What follows belongs to an exercise in optimizing a design on an open flow for small area; a production flow would make more cautious choices.
The RTL was checked by simulation tests, not by an equivalence proof against the original design.

==> flow/design.v <==
`timescale 1ns / 1ps
module snake_game(
    input clk,
    input resetButton,
    input palette,
    input step,
    input up, down, left, right,
    output [3:0]r,
    output [3:0]g,
    output [3:0]b,
    output vsync,
    output hsync,
    output [7:0]anode,
    output wire A,
    output wire B,
    output wire C,
    output wire D,
    output wire E,
    output wire F,
    output wire G,
    output wire [7:0] score_cnt
    );
    reg [5:0] col;    
    reg [4:0] xm;     
    reg [4:0] row;    
    reg [4:0] ym;     
    wire xm_end = (xm == 5'd19);
    wire line_end = xm_end && (col == 6'd39);
    always @(posedge clk) begin
        if (resetButton) begin
            col <= 0; xm <= 0; row <= 0; ym <= 0;
        end else begin
            if (xm_end) begin
                xm <= 0;
                if (col == 6'd39) begin
                    col <= 0;
                    if (row == 5'd26 && ym == 5'd4) begin
                        row <= 0; ym <= 0;
                    end else if (ym == 5'd19) begin
                        ym <= 0; row <= row + 1'b1;
                    end else
                        ym <= ym + 1'b1;
                end else
                    col <= col + 1'b1;
            end else
                xm <= xm + 1'b1;
        end
    end
    wire hs_on = ((col > 6'd33) || (col == 6'd33 && xm >= 5'd9)) &&
                 ((col < 6'd38) || (col == 6'd38 && xm <= 5'd4));
    assign hsync = ~hs_on;
    assign vsync = ~(row == 5'd24 && (ym == 5'd17 || ym == 5'd18));
    wire di = (col < 6'd32) && (row < 5'd24);
    reg [3:0] btn_d;           
    reg       pend_v;          
    reg [1:0] pend_c;
    reg       dir_none;        
    reg [1:0] dir_c;           
    wire [3:0] btn = {up, down, left, right};
    wire [3:0] clean = btn & btn_d;
    always @(posedge clk) begin
        btn_d <= btn;
        pend_v <= |clean;
        pend_c <= clean[3] ? 2'b11 : clean[2] ? 2'b10 : clean[1] ? 2'b01 : 2'b00;
        if (resetButton)
            dir_none <= 1'b1;
        else if (pend_v) begin
            dir_none <= 1'b0;
            dir_c <= pend_c;
        end
    end
    reg [4:0] hc, hr;           
    reg [39:0] mv;              
    reg [7:0] score;            
    reg endgame;
    reg [7:0] ascore;           
    reg [4:0] ac, ar;           
    assign score_cnt = score;
    wire restart = resetButton || (step && (endgame || dir_none));
    always @(posedge clk) begin
        if (restart) begin
            hc <= 5'd19; hr <= 5'd14;
            mv[3:0] <= 4'b0000;
            score <= 0;
        end else if (step) begin
            case (dir_c)
                2'b00: hc <= hc + 1'b1;
                2'b01: hc <= hc - 1'b1;
                2'b10: hr <= hr - 1'b1;
                2'b11: hr <= hr + 1'b1;
            endcase
            mv <= {mv[37:0], dir_c};
            score <= ascore;
        end
    end
    wire [4:0] dx0 = hc - col[4:0];
    wire [4:0] dy0 = hr - row;
    function [4:0] incdec(input [4:0] x, input e, input s);
        integer j;
        reg c;
        begin
            c = e;
            for (j = 0; j < 5; j = j + 1) begin
                incdec[j] = x[j] ^ c;
                c = c & ~(x[j] ^ s);
            end
        end
    endfunction
    wire [4:0] tx [0:20];
    wire [4:0] ty [0:20];
    assign tx[0] = dx0;
    assign ty[0] = dy0;
    wire [19:0] hit;       
    wire [19:0] bump;      
    genvar i;
    generate
        for (i = 0; i < 20; i = i + 1) begin : chain
            wire [1:0] m = mv[2*i+1:2*i];
            assign tx[i+1] = incdec(tx[i], ~m[1], m[0]);
            assign ty[i+1] = incdec(ty[i], m[1], ~m[0]);
            wire vis;
            if (i < 2) begin : v0
                assign vis = 1'b1;
            end else begin : v1
                assign vis = (score > i - 2);
            end
            assign hit[i] = vis && (tx[i+1] == 5'd0) && (ty[i+1] == 5'd0);
            if (i % 2 == 1) begin : b1
                assign bump[i] = vis && (tx[i+1] == dx0) && (ty[i+1] == dy0);
            end else begin : b0
                assign bump[i] = 1'b0;
            end
        end
    endgenerate
    wire border_hit = (hc == 5'd0) || (hc == 5'd31) || (hr == 5'd0) || (hr == 5'd23);
    always @(posedge clk)
        endgame <= border_hit || (|bump);
    reg [4:0] q;
    reg [4:0] c28;    
    reg [4:0] c20;    
    wire eat = (hc == ac) && (hr == ar);
    always @(posedge clk) begin
        if (resetButton || endgame) begin
            ac <= 5'd10; ar <= 5'd12;
            q <= 5'd14; c28 <= 5'd15; c20 <= 5'd3;
            ascore <= 0;
        end else begin
            if (q == 5'd28 && c28 == 5'd27 && c20 == 5'd3) begin
                q <= 0; c28 <= 5'd3; c20 <= 5'd3;
            end else begin
                c28 <= (c28 == 5'd30) ? 5'd3 : c28 + 1'b1;
                c20 <= (c20 == 5'd22) ? 5'd3 : c20 + 1'b1;
                if (c28 == 5'd30 && c20 == 5'd22)
                    q <= q + 1'b1;
            end
            if (eat) begin
                ascore <= ascore + 1'b1;
                ac <= c28;
                ar <= c20;
            end
        end
    end
    wire apple_pix = (col[4:0] == ac) && (row == ar);
    wire head_pix = (dx0 == 5'd0) && (dy0 == 5'd0);
    wire border_pix = (col == 6'd0 && xm < 5'd10) || (col == 6'd31 && xm > 5'd10) ||
                      (row == 5'd0 && ym < 5'd10) || (row == 5'd23 && ym > 5'd10);
    wire grid_pix = (xm == 5'd0) || (ym == 5'd0);
    reg [11:0] seg_rgb;
    reg seg_any;
    integer k;
    always @(*) begin
        seg_rgb = 12'h000;
        seg_any = 1'b0;
        for (k = 19; k >= 0; k = k - 1) begin
            if (hit[k]) begin
                seg_any = 1'b1;
                if (palette)
                    seg_rgb = (k % 2 == 0) ? 12'h690 : 12'h390;
                else
                    seg_rgb = (k % 3 == 0) ? 12'hF00 : (k % 3 == 1) ? 12'hEE2 : 12'h000;
            end
        end
    end
    reg [11:0] rgb_n;
    always @(*) begin
        if (!di) rgb_n = 12'h000;
        else if (endgame) rgb_n = 12'h800;
        else if (apple_pix) rgb_n = palette ? 12'hF00 : 12'h951;
        else if (head_pix) rgb_n = palette ? 12'hC00 : 12'h000;
        else if (seg_any) rgb_n = seg_rgb;
        else if (border_pix) rgb_n = palette ? 12'hB52 : 12'h600;
        else if (grid_pix) rgb_n = palette ? 12'h136 : 12'h875;
        else rgb_n = palette ? 12'h060 : 12'hBA6;
    end
    reg [11:0] rgb;
    always @(posedge clk) rgb <= rgb_n;
    assign r = rgb[11:8];
    assign g = rgb[7:4];
    assign b = rgb[3:0];
    reg [2:0] refcnt;
    reg [2:0] row5;
    always @(*) begin
        case (row)
            5'd0, 5'd5, 5'd10, 5'd15, 5'd20, 5'd25: row5 = 3'd0;
            5'd1, 5'd6, 5'd11, 5'd16, 5'd21, 5'd26: row5 = 3'd1;
            5'd2, 5'd7, 5'd12, 5'd17, 5'd22: row5 = 3'd2;
            5'd3, 5'd8, 5'd13, 5'd18, 5'd23: row5 = 3'd3;
            default: row5 = 3'd4;
        endcase
    end
    wire tick_line = (row5 == 3'd0 && ym == 5'd12) || (row5 == 3'd1 && ym == 5'd17) ||
                     (row5 == 3'd3 && ym == 5'd2) || (row5 == 3'd4 && ym == 5'd7);
    wire tick = tick_line && col == 6'd19 && xm_end;
    always @(posedge clk)
        if (resetButton) refcnt <= 0;
        else if (tick) refcnt <= refcnt + 1'b1;
    assign anode = ~(8'd1 << refcnt);
    reg [6:0] seg7;    
    reg [3:0] ones;
    always @(*) begin
        ones = score % 10;
        case (refcnt)
            3'd0: case (ones)
                4'd0: seg7 = 7'b1111110;
                4'd1: seg7 = 7'b0110000;
                4'd2: seg7 = 7'b1101101;
                4'd3: seg7 = 7'b1111001;
                4'd4: seg7 = 7'b0110011;
                4'd5: seg7 = 7'b1011011;
                4'd6: seg7 = 7'b1011111;
                4'd7: seg7 = 7'b1110000;
                4'd8: seg7 = 7'b1111111;
                default: seg7 = 7'b1111011;
            endcase
            3'd1: begin
                if (score > 8'd59) seg7 = 7'b1011111;
                else if (score > 8'd49) seg7 = 7'b1011011;
                else if (score > 8'd39) seg7 = 7'b0110011;
                else if (score > 8'd29) seg7 = 7'b1111001;
                else if (score > 8'd19) seg7 = 7'b1101101;
                else if (score > 8'd9) seg7 = 7'b0110000;
                else seg7 = 7'b0000000;
            end
            3'd2: seg7 = 7'b0000001;
            3'd3: seg7 = 7'b1001111;
            3'd4: seg7 = 7'b1000110;
            3'd5: seg7 = 7'b1111110;
            3'd6: seg7 = 7'b1001110;
            default: seg7 = 7'b1011011;
        endcase
    end
    assign {A, B, C, D, E, F, G} = ~seg7;
endmodule
==> flow/run.sh <==
#!/bin/bash
# synth_recipe.tcl (not shown) runs the flow's synth.tcl, then flattens the netlist and writes it again
# the make line also repeats each setting of config.mk as NAME=value (left out here)
make -C /OpenROAD-flow-scripts/flow DESIGN_CONFIG=/design/flow/config.mk WORK_HOME=/design/flow/orfs CLKGATE_MAP_FILE= SYNTH_SCRIPT=/design/flow/synth_recipe.tcl finish
==> flow/config.mk <==
export PLATFORM = sky130hd
export DESIGN_NAME = snake_game
export DESIGN_NICKNAME = snake_game
export VERILOG_FILES = /design/flow/design.v
export SDC_FILE = /design/flow/constraint.sdc
export NUM_CORES = 4
export LEC_CHECK = 0
export CAP_MARGIN = 20
export CORE_MARGIN = 2
export CORE_UTILIZATION = 40
export PLACE_DENSITY = 0.6
export SLEW_MARGIN = 20
==> flow/constraint.sdc <==
create_clock -name core_clock -period 20.0 [get_ports {clk}]
set_input_delay 4.0000 -clock core_clock [delete_from_list [all_inputs] [get_ports {clk}]]
set_output_delay 4.0000 -clock core_clock [all_outputs]
set_load 0.01 [all_outputs]
==> results of run 1 <==
-- layout make-up --
type	count	area, µm²
clock inverters	14	130
repair buffers	63	581
inverters	83	312
flip-flops and latches	140	3180
fillers	4537	25600
well taps	600	751
clock buffers	18	429
multi-input cells	1916	14400
-- routing by layer --
| metal | up-vias | GRT usage |
|---|---|---|
| met4 | 0 | 0.0771 |
| met2 | 537 | 0.377 |
| met1 | 7814 | 0.299 |
| li1 | 7986 | - |
| met3 | 84 | 0.0349 |
| met5 | - | 0 |
-- logic make-up (layout without fill, tap and decap cells) --
kind of cell,count (synthesis),count (layout),share of synthesized area
AND/OR/NAND/NOR,890,890,0.251
buffers and inverters,203,178,0.0448
multiplexers,100,100,0.0579
flip-flops,140,140,0.173
AO/OA/AOI/OAI,417,417,0.155
adder cells (fa/ha/maj),57,57,0.0403
other,1,1,0.000204
XOR/XNOR,451,451,0.278
-- how the worst max path moves through the flow --
stage / to / slack (ps) / cells past startpoint
finish: G / 9160 / 24
global route: G / 8340 / 25
CTS: G / 9150 / 24
detailed placement: G / 9750 / 24
global placement: G / 9970 / 25
floorplan: G / 10890 / 25
-- Yosys cell counts (12+ instances only) --
cell type / number / area share
nand4_1: 34 / 0.012
o21ai_0: 77 / 0.021
xnor2_2: 25 / 0.022
buf_2: 18 / 0.0049
or4_1: 13 / 0.0053
mux2_2: 13 / 0.0080
nor4_1: 33 / 0.011
nand3_1: 81 / 0.022
dfxtp_1: 102 / 0.11
nand2_1: 182 / 0.037
clkbuf_1: 83 / 0.017
edfxtp_1: 38 / 0.062
and2_1: 25 / 0.0085
o31ai_1: 14 / 0.0057
mux2i_1: 82 / 0.045
and3_1: 22 / 0.0075
xnor3_1: 31 / 0.038
xor2_1: 121 / 0.058
xnor2_1: 237 / 0.11
a21o_1: 15 / 0.0061
nand3b_1: 15 / 0.0061
a21oi_1: 106 / 0.029
xor2_2: 12 / 0.011
o22ai_1: 17 / 0.0058
nor3_1: 91 / 0.025
xnor2_4: 12 / 0.018
inv_1: 78 / 0.016
nand2b_1: 43 / 0.015
o211ai_1: 15 / 0.0061
or3_1: 32 / 0.011
nor3b_1: 18 / 0.0074
a31oi_1: 22 / 0.0075
nor2_1: 214 / 0.044
ha_1: 52 / 0.035
o21ai_1: 13 / 0.0035
nor2b_1: 23 / 0.0078
-- sequential cells by signal (all words and copies together), names as in the netlist, 3 cells and up --
register / flops
mv: 40
rgb: 11
ascore: 8
score: 8
col: 6
ac: 5
ar: 5
c20: 5
c28: 5
hc: 5
hr: 5
q: 5
row: 5
xm: 5
ym: 5
btn_d: 4
refcnt: 3
row5: 3
-- stage by stage --
stage | cell area [µm²] | std cells | utilization | worst slack, ps
finish | 19800 | 2834 | 0.435 | 9160
CTS | 19800 | 2834 | 0.435 | 9150
floorplan | 18400 | 2259 | - | 10890
global route | 19800 | 2834 | 0.435 | 8340
detailed placement | 19200 | 2802 | 0.423 | 9750
global placement | 19200 | 2802 | 0.423 | 9970
-- worst register-to-register path, delay by kind of cell (launching register included) --
kind            cells  cell delay (ps)
compound gates      6             1750
xor+xnor           11             4270
fa+ha+maj           2              720
buf+inv             2              540
flops               1              450
mux                 1              490
simple gates        6             1540
==> impl_metrics.yaml, run 1 <==
final_layout:
  area_growth_pct: 7.63
  final_common_cell: "xnor2_1"
  n_antenna_cell: 0
  fin_nets: 2285
  final_cell_mix: "236 x xnor2_1, 214 x nor2_1, 182 x nand2_1"
  drive_above_1_share: 0.0815
route:
  ant_nets: 0
  wl_met1_um: 24300
  drt_pass1_iterations: 5
  drtIter0Drc: 1381
  avgViaCountPerCell: 5.79
  routedWlPerCell_um: 19.1
  vias: 16400
  highest_layer: "met4"
  wirelength_um: 54100
  route.detailed.drc: 0
  wl_met3_um: 2950
  route.met2.wl_um: 25400
setup_path:
  worstRegToRegCells: 28
  crit_type: "register to output pin"
  cpMaxStageDelayCell: "dfxtp_1"
  critPathLaunchType: "register"
  arrival_ps: 6840
  crit_buf_inv: 2
  cp_common_cell: "nor2_1"
  worstReg2RegStart: "hc[0]$_SDFFE_PP1P_"
  cp-end-kind: "output pin"
  worst_r2r_endpoint: "rgb[4]$_SDFF_PP0_"
  cp_slowest_stage_delay_ps: 690
  crit_path_max_fanout: 19
  startpoint: "score[5]$_SDFFE_PP0P_"
  critPathTopFamily: "compound AO/OA/AOI/OAI gates"
  r2r_slack_ps: 10130
  path_cells: "nor2_1 -> inv_1 -> ha_1 -> nor3_1 -> o21ai_0 -> a21boi_0 -> nand2b_1 -> nand2b_1 -> mux2_2 -> o2111ai_1 -> o311ai_0 -> a21oi_1 -> and3_1 -> o21ai_0 -> or2_2 -> a221oi_1 -> a211oi_1 -> xnor2_1 -> ha_1 -> nor2_1 -> nor2_1 -> a21oi_1 -> a2111oi_0 -> clkdlybuf4s50_1"
  cp.required_ps: 16000
status:
  outcome: "complete, no violations"
flow_run:
  cap_violations: 0
sta:
  final_max_slew_viol_count: 0
  final.setup.tns_ps: 0
  setup_viol: 0
  fin_crit_ps: 10840
  hold_viol_final: 0
  rsz0062_at_grt: "false"
  fin_worst_skew_ps: 25.8
  min_period_over_period: 0.542
  hold_slack_ps: 417
  fmax_ghz: 0.0923
  max_slew_margin: 0.233
  worstMarginPinSlew_ps: 1140
logic_synthesis:
  synthArstFlopShare: 0
  synth_edf_count: 38
  avgSynthCellArea_um2: 8.13
  ys_seq_area_frac: 0.173
  yosysWarningCount: 1
  synth_area_um2: 18400
  ys_ff_latch: 140
  ys.flop_type: "dfxtp_1"
  syn_nets: 2323
  synthCells: 2259
  ys_types: 127
floorplan:
  core_um2: 45400
  die_y_um: 218
  initial_core_util: 0.405
  die_w_um: 218
  fp-row-count: 78
  die_area_um2: 47600
  num_io_pins: 45
worst_hold_path:
  hp-class: "register to register"
  min_from: "pend_c[1]$_SDFF_PP1_"
  hold_depth: 0
  holdPathEnd: "dir_c[1]$_DFFE_PP_"
global_routing:
  grt.total_usage: 0.227
  grt_pass1_vias: 15600
  grt_pass1_wl_um: 86200
  grt_max_degree: 37
  antenna_found_initial: 0
  grt-ovfl-total: 0
clock_tree:
  clockBufferDepth: 2
  clk_pin_slew_worst_paths_ps: 70
  cts.repair.resized: 0
  cts_tree: "built"
  numCtsBuffers: 17
  cts_setup_buffers: 0
  cts-root-buf: "clkbuf_16"
  ctsHtreeMaxLevel: 4
  insertion_delay_ps: 490
  clock_sinks: 140
  holdBufCountCts: 0
placement:
  place.gp.congestion: 0.917
  place_hpwl_um: 40400
  io_buffers: 43
==> run 2: changes to the inputs <==
--- a/flow/design.v
+++ b/flow/design.v
@@ -75,6 +75,8 @@
     reg endgame;
     reg [7:0] ascore;           
     reg [4:0] ac, ar;           
+    reg [3:0] aones;            
+    reg [3:0] dones;            
     assign score_cnt = score;
     wire restart = resetButton || (step && (endgame || dir_none));
     always @(posedge clk) begin
@@ -82,6 +84,7 @@
             hc <= 5'd19; hr <= 5'd14;
             mv[3:0] <= 4'b0000;
             score <= 0;
+            dones <= 0;
         end else if (step) begin
             case (dir_c)
                 2'b00: hc <= hc + 1'b1;
@@ -91,21 +94,11 @@
             endcase
             mv <= {mv[37:0], dir_c};
             score <= ascore;
+            dones <= aones;
         end
     end
     wire [4:0] dx0 = hc - col[4:0];
     wire [4:0] dy0 = hr - row;
-    function [4:0] incdec(input [4:0] x, input e, input s);
-        integer j;
-        reg c;
-        begin
-            c = e;
-            for (j = 0; j < 5; j = j + 1) begin
-                incdec[j] = x[j] ^ c;
-                c = c & ~(x[j] ^ s);
-            end
-        end
-    endfunction
     wire [4:0] tx [0:20];
     wire [4:0] ty [0:20];
     assign tx[0] = dx0;
@@ -116,8 +109,7 @@
     generate
         for (i = 0; i < 20; i = i + 1) begin : chain
             wire [1:0] m = mv[2*i+1:2*i];
-            assign tx[i+1] = incdec(tx[i], ~m[1], m[0]);
-            assign ty[i+1] = incdec(ty[i], m[1], ~m[0]);
+            snake_step st(.tx(tx[i]), .ty(ty[i]), .m(m), .ox(tx[i+1]), .oy(ty[i+1]));
             wire vis;
             if (i < 2) begin : v0
                 assign vis = 1'b1;
@@ -144,6 +136,7 @@
             ac <= 5'd10; ar <= 5'd12;
             q <= 5'd14; c28 <= 5'd15; c20 <= 5'd3;
             ascore <= 0;
+            aones <= 0;
         end else begin
             if (q == 5'd28 && c28 == 5'd27 && c20 == 5'd3) begin
                 q <= 0; c28 <= 5'd3; c20 <= 5'd3;
@@ -155,6 +148,7 @@
             end
             if (eat) begin
                 ascore <= ascore + 1'b1;
+                aones <= (ascore == 8'd255 || aones == 4'd9) ? 4'd0 : aones + 1'b1;
                 ac <= c28;
                 ar <= c20;
             end
@@ -165,35 +159,38 @@
     wire border_pix = (col == 6'd0 && xm < 5'd10) || (col == 6'd31 && xm > 5'd10) ||
                       (row == 5'd0 && ym < 5'd10) || (row == 5'd23 && ym > 5'd10);
     wire grid_pix = (xm == 5'd0) || (ym == 5'd0);
-    reg [11:0] seg_rgb;
-    reg seg_any;
+    reg seg_any, fpar;
+    reg [1:0] fm3;
     integer k;
     always @(*) begin
-        seg_rgb = 12'h000;
-        seg_any = 1'b0;
-        for (k = 19; k >= 0; k = k - 1) begin
+        seg_any = 1'b0; fpar = 1'b0; fm3 = 2'd0;
+        for (k = 19; k >= 0; k = k - 1)
             if (hit[k]) begin
-                seg_any = 1'b1;
-                if (palette)
-                    seg_rgb = (k % 2 == 0) ? 12'h690 : 12'h390;
-                else
-                    seg_rgb = (k % 3 == 0) ? 12'hF00 : (k % 3 == 1) ? 12'hEE2 : 12'h000;
-            end
-        end
-    end
-    reg [11:0] rgb_n;
-    always @(*) begin
-        if (!di) rgb_n = 12'h000;
-        else if (endgame) rgb_n = 12'h800;
-        else if (apple_pix) rgb_n = palette ? 12'hF00 : 12'h951;
-        else if (head_pix) rgb_n = palette ? 12'hC00 : 12'h000;
-        else if (seg_any) rgb_n = seg_rgb;
-        else if (border_pix) rgb_n = palette ? 12'hB52 : 12'h600;
-        else if (grid_pix) rgb_n = palette ? 12'h136 : 12'h875;
-        else rgb_n = palette ? 12'h060 : 12'hBA6;
-    end
+                seg_any = 1'b1; fpar = k % 2; fm3 = k % 3;
+            end
+    end
+    reg [3:0] code_n;
+    always @(*) begin
+        if (!di) code_n = 4'd0;
+        else if (endgame) code_n = 4'd1;
+        else if (apple_pix) code_n = palette ? 4'd2 : 4'd3;
+        else if (head_pix) code_n = palette ? 4'd4 : 4'd0;
+        else if (seg_any) code_n = palette ? (fpar ? 4'd6 : 4'd5) :
+                                   (fm3 == 2'd0 ? 4'd2 : fm3 == 2'd1 ? 4'd7 : 4'd0);
+        else if (border_pix) code_n = palette ? 4'd8 : 4'd9;
+        else if (grid_pix) code_n = palette ? 4'd10 : 4'd11;
+        else code_n = palette ? 4'd12 : 4'd13;
+    end
+    reg [3:0] code;
+    always @(posedge clk) code <= code_n;
     reg [11:0] rgb;
-    always @(posedge clk) rgb <= rgb_n;
+    always @(*)
+        case (code)
+            4'd0: rgb = 12'h000;  4'd1: rgb = 12'h800;  4'd2: rgb = 12'hF00;  4'd3: rgb = 12'h951;
+            4'd4: rgb = 12'hC00;  4'd5: rgb = 12'h690;  4'd6: rgb = 12'h390;  4'd7: rgb = 12'hEE2;
+            4'd8: rgb = 12'hB52;  4'd9: rgb = 12'h600;  4'd10: rgb = 12'h136; 4'd11: rgb = 12'h875;
+            4'd12: rgb = 12'h060; 4'd13: rgb = 12'hBA6; default: rgb = 12'h000;
+        endcase
     assign r = rgb[11:8];
     assign g = rgb[7:4];
     assign b = rgb[3:0];
@@ -218,7 +215,7 @@
     reg [6:0] seg7;    
     reg [3:0] ones;
     always @(*) begin
-        ones = score % 10;
+        ones = dones;
         case (refcnt)
             3'd0: case (ones)
                 4'd0: seg7 = 7'b1111110;
@@ -251,3 +248,22 @@
     end
     assign {A, B, C, D, E, F, G} = ~seg7;
 endmodule
+module snake_step(
+    input [4:0] tx, ty,
+    input [1:0] m,
+    output [4:0] ox, oy
+    );
+    function [4:0] incdec(input [4:0] x, input e, input s);
+        integer j;
+        reg c;
+        begin
+            c = e;
+            for (j = 0; j < 5; j = j + 1) begin
+                incdec[j] = x[j] ^ c;
+                c = c & ~(x[j] ^ s);
+            end
+        end
+    endfunction
+    assign ox = incdec(tx, ~m[1], m[0]);
+    assign oy = incdec(ty, m[1], ~m[0]);
+endmodule
--- a/flow/config.mk
+++ b/flow/config.mk
@@ -10,3 +10,4 @@
 export CORE_UTILIZATION = 40
 export PLACE_DENSITY = 0.6
 export SLEW_MARGIN = 20
+export SYNTH_HIERARCHICAL = 1
==> impl_metrics.yaml, run 2 <==
sta:
  hold_slack_ps: 411
  hold_viol_final: 0
  fin_worst_skew_ps: 10.7
  worstMarginPinSlew_ps: 984
  min_period_over_period: 0.750
  max_slew_margin: 0.344
  setup_viol: 0
  fin_crit_ps: 15010
  fmax_ghz: 0.0666
  final_max_slew_viol_count: 0
  final.setup.tns_ps: 0
  rsz0062_at_grt: "false"
flow_run:
  cap_violations: 0
setup_path:
  critPathLaunchType: "register"
  arrival_ps: 15390
  crit_type: "register to register"
  cp_slowest_stage_delay_ps: 950
  worst_r2r_endpoint: "code[2]$_SDFF_PP0_"
  worstRegToRegCells: 38
  worstReg2RegStart: "hr[0]$_SDFFE_PP0P_"
  r2r_slack_ps: 4990
  cp.required_ps: 20390
  cp_common_cell: "xor2_1"
  cp-end-kind: "register"
  cpMaxStageDelayCell: "ha_1"
  crit_path_max_fanout: 11
worst_hold_path:
  holdPathEnd: "dir_c[0]$_DFFE_PP_"
  hp-class: "register to register"
  hold_depth: 0
  min_from: "pend_c[0]$_SDFF_PP1_"
floorplan:
  fp-row-count: 70
  num_io_pins: 45
  initial_core_util: 0.408
  die_w_um: 198
  die_y_um: 198
  core_um2: 36800
  die_area_um2: 39100
route:
  vias: 12900
  drtIter0Drc: 838
  route.detailed.drc: 0
  avgViaCountPerCell: 5.65
  drt_pass1_iterations: 5
  ant_nets: 0
  wirelength_um: 39400
  routedWlPerCell_um: 17.3
logic_synthesis:
  synth.area.top_cells: "dfxtp_1 15%, xor2_1 12%, xnor2_1 12%"
  ys_top_cells_by_count: "209 x xor2_1, 204 x xnor2_1, 143 x nor2_1"
  synthCells: 1814
  syn_nets: 1884
  synth_area_um2: 15000
  synth_edf_count: 38
  yosysWarningCount: 8
  yosysMostFrequentCell: "xor2_1"
  synth_top_area_frac: 0.147
  synthArstFlopShare: 0
  ys_types: 81
  ys_seq_area_frac: 0.223
  ys_ff_latch: 148
  yosys.area.top_type: "dfxtp_1"
  ys.flop_type: "dfxtp_1"
  avgSynthCellArea_um2: 8.28
final_layout:
  drive_above_1_share: 0.0828
  stdcell_area_um2: 16300
  reg_top3: "mv: 40 flops, ascore: 8 flops, score: 8 flops"
  area_growth_pct: 8.35
  final_common_cell: "xor2_1"
  final_cell_mix: "209 x xor2_1, 198 x xnor2_1, 143 x nor2_1"
  seq_area_um2: 3340
  fin_nets: 1869
  fill_cells: 3626
  largest_reg_flops: 40
  n_antenna_cell: 0
  multi_input_area_um2: 11000
  top_register: "mv"
clock_tree:
  cts-root-buf: "clkbuf_16"
  ctsHtreeMaxLevel: 4
  clockBufferDepth: 2
  clock_sinks: 148
  numCtsBuffers: 17
  cts_tree: "built"
  holdBufCountCts: 0
  cts_setup_buffers: 0
  insertion_delay_ps: 460
  clk_pin_slew_worst_paths_ps: 70
  cts.repair.resized: 0
global_routing:
  antenna_found_initial: 0
  grt_max_degree: 37
  grt-ovfl-total: 0
  grt_pass1_vias: 12000
  grt_pass1_wl_um: 63700
  grt.total_usage: 0.205
placement:
  io_buffers: 43
  place.gp.congestion: 0.843
  place_hpwl_um: 29000
  post_dp_cell_area_um2: 15700
status:
  outcome: "complete, no violations"
-- run 2: cell types whose count changed after synthesis, sizes merged, moves of 33 or more --
cell    previous run  this run
clkbuf            83        36
mux2i             86        30
nand2            186        96
a21oi            110        77
xnor3             35         0
xor2             138       209
nor2             217       144
nor3              93        24
xnor2            274       204
-- run 2: through the flow --
stage	util	instances	setup WS (ps)
finish	0.442	2280	4990
CTS	0.442	2280	5280
detailed placement	0.426	2248	5350
global route	0.442	2280	3710
floorplan	-	1814	8660
global placement	0.426	2248	5500
-- run 2: per-module statistics from Yosys, one instance, submodules excluded --
module	flops+latches	cells inside	area [µm²]
snake_step	0	34	253
snake_game	148	1134	9960
-- run 2: cells by family after synthesis --
group | share of synthesized area
other | 0.000250
DFF | 0.223
buffers and inverters | 0.0498
muxes | 0.0245
and+or+nand+nor | 0.279
AOI/OAI and AO/OA | 0.130
adders and majority gates | 0.0536
xor gates and xnor gates | 0.241
-- run 2: how the worst max path moves through the flow --
stage	startpoint	endpoint	slack, ps	depth (start not counted)
2_1_floorplan	hr[0]$_SDFFE_PP0P_	code[2]$_SDFF_PP0_	8660	38
3_3_place_gp	hr[0]$_SDFFE_PP0P_	code[2]$_SDFF_PP0_	5500	38
3_5_place_dp	row[0]$_SDFFE_PP0P_	code[2]$_SDFF_PP0_	5350	35
4_1_cts	hr[0]$_SDFFE_PP0P_	code[2]$_SDFF_PP0_	5280	36
5_1_grt	hr[0]$_SDFFE_PP0P_	code[2]$_SDFF_PP0_	3710	38
6_report	hr[0]$_SDFFE_PP0P_	code[2]$_SDFF_PP0_	4990	38
-- run 2: cell type report --
class	instances	area share
multi-input cells	1519	0.675
flip-flops and latches	148	0.205
repair buffers	57	0.0329
inverters	56	0.0129
clock buffers	17	0.0261
clock inverters	15	0.0116
well taps	468	0.0360
-- run 2: worst max-delay path: cells and delay by family (launching register included) --
kind | cells | cell delay [ps]
buffers and inverters | 2 | 460
flip-flops | 1 | 470
XOR/XNOR | 21 | 10510
AND/OR/NAND/NOR | 6 | 1220
adder cells (fa/ha/maj) | 1 | 950
AO/OA/AOI/OAI | 8 | 1320
-- run 2: metal layers --
metal	global-route usage	wire (µm)	vias to the layer above
met4	0.0674	815	0
met2	0.332	18100	268
li1	-	-	6448
met1	0.273	18700	6108
met5	0	0	-
met3	0.0380	1880	47

==> what the ideal ports hide <==
The results above use ideal ports. As a check the final layouts listed here were re-extracted and re-timed, cells and wires unchanged. Step 1 assumes that a clkbuf_16 drives the clock port and a buf_2 every other input. Step 2 adds t to the input delays and takes it off the output delays; t is the mean of the earliest and latest rising clock arrival at the registers after step 1. Input paths then give back, and output paths get back, about the clock's delay inside the block. a / b / c = no drivers / after step 1 / after step 2; a / b = the first two.
run	t (ns)	slack for setup (ns)	worst setup path at the end	worst slew at a driven data input, ns
run 1	0.535	9.161 / 9.105 / 9.640	register to output	0.04
run 2	0.510	4.991 / 4.991 / 4.991	register to register	0.03
After both steps setup and hold are still met in every run listed.
